Background: an optimization exercise with open tools, aiming at small area. Do not read the settings as production practice.
In this exercise RTL edits were held to simulation tests only and were not proved equivalent to the original.
No driver is modelled on the clock port, so clocking that relies on it looks cheaper here than on a real chip.

Design calculator, start of the top module:
module calculator(clk, reset, rst, a, b, op, seg, an);
input clk, reset, rst;
input [3:0] a, b;
input [2:0] op;
output [6:0] seg;
output [3:0] an;
reg [2:0] p;
reg [3:0] r;
wire idle  = (p == 3'd7);
wire setup = (p == 3'd4) & r[3] & r[2];       
wire load  = rst & (idle | setup);
wire sh    = (p == 3'd4);
wire a0    = (p == 3'd0);
wire a1    = (p == 3'd1);
wire step  = sh & (r[3:2] == 2'b00);         
wire oshf  = sh & (r[3] ^ r[2]);             
wire last  = (r == 4'd11);
always @(posedge clk) begin
    if (reset) begin
        p <= 3'd7;
        r <= 4'd11;
    end else if (idle) begin
        if (rst) begin
            p <= 3'd4;
            r <= 4'd15;
        end
    end else if (sh & ~last) begin
        p <= 3'd0;
        r <= r + 4'd1;
    end else
        p <= p + 3'd1;
end
reg [3:0] P, Q;
reg [3:0] ones, tens;
reg [1:0] hund;
wire [3:0] A = tens;
wire [2:0] sop = ones[2:0];
wire dval = r[3] ^ r[2];                  
wire mmul = ~sop[2] & ~(sop[1] & sop[0]);                 
wire mdiv = (sop == 3'd3);
wire mclr = (sop == 3'd1) | (sop == 3'd3) | (sop == 3'd4) | (sop == 3'd5) | (sop == 3'd6);
wire lastst = step & (r[1:0] == 2'd3);    
wire [3:0] aop1 = mdiv ? {P[2:0], Q[3]} : P;
wire [3:0] aop2 = A & {4{Q[0] | mdiv}};
wire [4:0] asum = {1'b0, aop1} + {1'b0, aop2} + {4'b0, mdiv};
wire dge = (asum[4] | P[3]) & mdiv & step;    
reg nb;
always @* begin
    case (sop)
        3'd3: nb = asum[4] | P[3];
        3'd4: nb = P[3] & Q[3];
        3'd5: nb = P[3] | Q[3];
        3'd6: nb = P[3] ^ Q[3];
        default: nb = ~P[3];
    endcase
end
always @(posedge clk) begin
    if (load) begin
        P <= (op[2:1] == 2'b01) ? 4'd0 : a;
        Q <= (op == 3'd3) ? a : (op == 3'd7) ? 4'd15 : b;
    end else if (step & mmul) begin
        P <= (lastst & mclr) ? 4'd0 : asum[4:1];
        Q <= {asum[0], Q[3:1]};
    end else if (step | oshf) begin
  ...
export LEC_CHECK = 0
export ABC_AREA = 1
export CAP_MARGIN = 20
export CORE_MARGIN = 2
export CORE_UTILIZATION = 70
export GPL_TIMING_DRIVEN = 0
export PLACE_DENSITY = 0.85
export SLEW_MARGIN = 20
create_clock -name core_clock -period 6.0 [get_ports {clk}]
standard.sh (not shown) runs the stock make flow with config.mk's settings and CLKGATE_MAP_FILE= SYNTH_SCRIPT=/design/flow/synth_recipe.tcl, a recipe that flattens the netlist after the stock synthesis.
==> flow/flow/run.sh <==
#!/bin/bash
# Own layout flow: the standard synthesis, then its combinational logic
# re-mapped by ABC (flip-flops untouched, equivalence proven with Yosys
# before the new netlist is used), then the standard layout steps with
# sky130_fd_sc_hd__buf_1 as the port buffers.
set -uo pipefail
HERE=$(pwd)
R=$HERE/orfs/results/sky130hd/calculator/base
LIB=/OpenROAD-flow-scripts/flow/platforms/sky130hd/lib/sky130_fd_sc_hd__tt_025C_1v80.lib

bash standard.sh synth > log_synth.log 2>&1 || { echo "standard synthesis failed"; exit 1; }

mkdir -p remap
cp "$R/1_2_yosys.v" remap/in.v
if bash flow/remap.sh remap > log_remap.log 2>&1; then
  echo "using the re-mapped netlist"
  cp remap/out.v "$R/1_2_yosys.v"
  rm -f "$R/1_synth.odb" "$R/1_synth.sdc"
else
  echo "re-mapping not used"
fi

ARGS=("BUFFER_PORTS_ARGS=-buffer_cell sky130_fd_sc_hd__buf_1" "CTS_ARGS=-sink_clustering_enable -repair_clock_nets -buf_list sky130_fd_sc_hd__clkbuf_8 -dont_use_dummy_load")
bash standard.sh "${ARGS[@]}" place > log_place.log 2>&1 || { echo "placement failed"; exit 1; }

# Clock tree: the clock port drives K leaf buffers, one per cluster of
# flip-flops; use the smallest choice whose estimated clock-pin slew is low,
# else leave the clock tree to the standard CTS step.
export FLOW_HOME RESDIR=$R
for choice in 3:sky130_fd_sc_hd__clkbuf_4 4:sky130_fd_sc_hd__clkbuf_4 3:sky130_fd_sc_hd__clkbuf_8 4:sky130_fd_sc_hd__clkbuf_8; do
  K=${choice%%:*}; B=${choice#*:}
  CTS_K=$K CTS_BUF=$B openroad -no_init -exit flow/mycts.tcl > log_cts_try_${K}_$B.log 2>&1
  s=$(grep -o 'worst clock pin slew (placement estimate): [0-9.e-]*' log_cts_try_${K}_$B.log | awk '{print $NF}')
  echo "K=$K $B estimated clock-pin slew: $s"
  if [ -n "$s" ] && awk -v s="$s" 'BEGIN { exit !(s < 0.115) }'; then
    CTS_K=$K CTS_BUF=$B OUTDB=$R/4_1_cts.odb OUTSDC=$R/4_cts.sdc openroad -no_init -exit flow/mycts.tcl > log_cts.log 2>&1 \
      && echo "clock tree with $K leaf buffers $B" || rm -f $R/4_1_cts.odb $R/4_cts.sdc
    break
  fi
done

bash standard.sh "${ARGS[@]}" finish > log_finish.log 2>&1 || { echo "layout failed"; exit 1; }
Other scripts of this flow, unchanged in this note and not shown: flow/flow/chk.ys, flow/flow/eq.ys, flow/flow/mycts.tcl, flow/flow/remap.sh, flow/flow/remap.ys
Next try:
Settings changed: CORE_UTILIZATION 70 to 80, PLACE_DENSITY 0.85 to unset.
Outcome: With this change the flow ended with an error in global placement (3_3_place_gp) with GPL-0301; synthesized cell count fell by 2.6%; synthesized area barely changes.


Another version of the RTL of calculator (not shown whole).
Size: about 290 cells after synthesis, about 25 I/O pins, ~0.0022 mm² of cells after synthesis.
clock: 6.0 ns
lec_check: 0
abc_area: 1
cap_margin: 20
core_margin: 2
core_utilization: 60
gpl_timing_driven: 0
slew_margin: 20
==> flow/flow/run.sh <==
#!/bin/bash
# Own layout flow: the standard synthesis, then its combinational logic
# re-mapped by ABC (flip-flops untouched, equivalence proven with Yosys
# before the new netlist is used), then the standard layout steps with
# sky130_fd_sc_hd__buf_1 as the port buffers.
set -uo pipefail
HERE=$(pwd)
R=$HERE/orfs/results/sky130hd/calculator/base
LIB=/OpenROAD-flow-scripts/flow/platforms/sky130hd/lib/sky130_fd_sc_hd__tt_025C_1v80.lib

bash standard.sh synth > log_synth.log 2>&1 || { echo "standard synthesis failed"; exit 1; }

mkdir -p remap
cp "$R/1_2_yosys.v" remap/in.v
cp flow/remap.ys flow/eq.ys flow/chk.ys remap/
# ABC script: area-oriented mapping
echo 'abc -script +strash;&get,-n;&st;&deepsyn,-T,30;&dch;&nf,-R,1000;&put -liberty '"$LIB"' -dont_use *probe* -dont_use *lpflow*' > remap/abc.ys
# blackbox every sequential or tie cell the netlist uses
grep -o 'sky130_fd_sc_hd__[a-z0-9_]*' remap/in.v | sort -u | grep -E '__(df|edf|sdf|sedf|dl|conb)' | sed 's/^/blackbox /' > remap/bb.ys
(cd remap && yosys -q -l ../log_remap.log remap.ys) > /dev/null 2>&1
ok=$?
if [ $ok -eq 0 ]; then
  (cd remap && yosys -l ../log_check.log chk.ys && yosys -l ../log_equiv.log eq.ys) > /dev/null 2>&1
  ok=$?
fi
if [ $ok -eq 0 ]; then
  echo "using the re-mapped netlist"
  cp remap/out.v "$R/1_2_yosys.v"
  rm -f "$R/1_synth.odb" "$R/1_synth.sdc"
else
  echo "re-mapping not used"
fi

ARGS=("BUFFER_PORTS_ARGS=-buffer_cell sky130_fd_sc_hd__buf_1" "CTS_ARGS=-sink_clustering_enable -repair_clock_nets -buf_list sky130_fd_sc_hd__clkbuf_8 -dont_use_dummy_load")
bash standard.sh "${ARGS[@]}" place > log_place.log 2>&1 || { echo "placement failed"; exit 1; }

# Clock tree: the clock port drives K clkbuf_8 leaf buffers, one per cluster
# of flip-flops; use the smallest K whose estimated clock-pin slew is low,
# else leave the clock tree to the standard CTS step.
export FLOW_HOME RESDIR=$R CTS_BUF=sky130_fd_sc_hd__clkbuf_8
for K in 3 4; do
  CTS_K=$K openroad -no_init -exit flow/mycts.tcl > log_cts_try$K.log 2>&1
  s=$(grep -o 'worst clock pin slew (placement estimate): [0-9.e-]*' log_cts_try$K.log | awk '{print $NF}')
  echo "K=$K estimated clock-pin slew: $s"
  if [ -n "$s" ] && awk -v s="$s" 'BEGIN { exit !(s < 0.110) }'; then
    CTS_K=$K OUTDB=$R/4_1_cts.odb OUTSDC=$R/4_cts.sdc openroad -no_init -exit flow/mycts.tcl > log_cts.log 2>&1 \
      && echo "clock tree with $K leaf buffers" || rm -f $R/4_1_cts.odb $R/4_cts.sdc
    break
  fi
done

bash standard.sh "${ARGS[@]}" finish > log_finish.log 2>&1 || { echo "layout failed"; exit 1; }
Other scripts of this flow, unchanged in this note and not shown: flow/flow/chk.ys, flow/flow/eq.ys, flow/flow/mycts.tcl, flow/flow/remap.ys
The baseline ran to the end with no violations.
Next try:
--- a/flow/flow/run.sh
+++ b/flow/flow/run.sh
@@ -15,12 +15 @@
-cp flow/remap.ys flow/eq.ys flow/chk.ys remap/
-# ABC script: area-oriented mapping
-echo 'abc -script +strash;&get,-n;&st;&deepsyn,-T,30;&dch;&nf,-R,1000;&put -liberty '"$LIB"' -dont_use *probe* -dont_use *lpflow*' > remap/abc.ys
-# blackbox every sequential or tie cell the netlist uses
-grep -o 'sky130_fd_sc_hd__[a-z0-9_]*' remap/in.v | sort -u | grep -E '__(df|edf|sdf|sedf|dl|conb)' | sed 's/^/blackbox /' > remap/bb.ys
-(cd remap && yosys -q -l ../log_remap.log remap.ys) > /dev/null 2>&1
-ok=$?
-if [ $ok -eq 0 ]; then
-  (cd remap && yosys -l ../log_check.log chk.ys && yosys -l ../log_equiv.log eq.ys) > /dev/null 2>&1
-  ok=$?
-fi
-if [ $ok -eq 0 ]; then
+if bash flow/remap.sh remap > log_remap.log 2>&1; then
==> flow/flow/remap.sh (new file) <==
#!/bin/bash
# remap.sh DIR: re-map the combinational logic of DIR/in.v (the standard
# synthesis netlist) several times with ABC, keep the smallest result that
# Yosys proves equivalent to in.v, and write it to DIR/out.v.
# Logs go to DIR/*.log.
set -u
D=$1
F=$(cd "$(dirname "$0")" && pwd)
LIB=/OpenROAD-flow-scripts/flow/platforms/sky130hd/lib/sky130_fd_sc_hd__tt_025C_1v80.lib
cd "$D"
cp in.v best.v
area() { grep 'Chip area' "$1" | awk '{print $NF}'; }
best_area=1e9
for it in 1 2 3; do
  for S in 0 1 2 3; do
    W=it${it}_s$S; mkdir -p $W; cp best.v $W/in.v; cp "$F/remap.ys" $W/
    grep -o 'sky130_fd_sc_hd__[a-z0-9_]*' $W/in.v | sort -u | grep -E '__(df|edf|sdf|sedf|dl|conb)' | sed 's/^/blackbox /' > $W/bb.ys
    echo "abc -script +strash;&get,-n;&st;&deepsyn,-T,30,-S,$S;&dch;&nf,-R,1000,-p;&put -liberty $LIB -dont_use *probe* -dont_use *lpflow*" > $W/abc.ys
    (cd $W && timeout 600 yosys -q -l remap.log remap.ys > /dev/null 2>&1) &
  done
  wait
  for S in 0 1 2 3; do
    W=it${it}_s$S
    [ -f $W/stat.txt ] && [ -f $W/out.v ] || continue
    a=$(area $W/stat.txt)
    echo "iteration $it seed $S: $a"
    if awk -v a="$a" -v b="$best_area" 'BEGIN { exit !(a < b) }'; then best_area=$a; cp $W/out.v best.v; fi
  done
done
echo "best: $best_area"
cp best.v out.v
cp "$F/chk.ys" "$F/eq.ys" .
yosys -q -l check.log chk.ys > /dev/null 2>&1 || { echo "check failed"; exit 1; }
yosys -l equiv.log eq.ys > /dev/null 2>&1 || { echo "equivalence failed"; exit 1; }
echo "equivalence proven"
Outcome: Area after synthesis is lower by about 1.5%; global-route usage is lower by 1.2 points; design area is lower by 1.7%; critical path depth is higher by 5.

[separate check: timing with driven ports]
In the flow no input, the clock included, has a driving cell. The finished layouts below were timed again as built, in two steps. Step 1 assumes that a clkbuf_16 drives the clock port and a buf_2 every other input. Step 2 times the ports against the registers' clock, not the clock port: input delays grow and output delays shrink by t, the midpoint of the rising clock arrivals with the driver on. Three values: ideal, step 1, step 2; two values: the first two.
run | shift t [ns] | setup slack, ns | worst setup path at the end | clock arrival spread, ns
the first run of note 1 | 0.193 | 2.434 / 2.461 / 2.268 | input to register | 0.024 / 0.025
the first run of note 2 | 0.188 | 2.830 / 2.831 / 2.662 | input to register | 0.024 / 0.024
the second run of note 2 | 0.189 | 2.645 / 2.645 / 2.645 | register to register | 0.029 / 0.029
After both steps setup and hold are still met in every run listed. The setup slack of the first run of note 2, which loses most, moves by +0.001 ns with the drivers and by -0.168 ns with both steps.
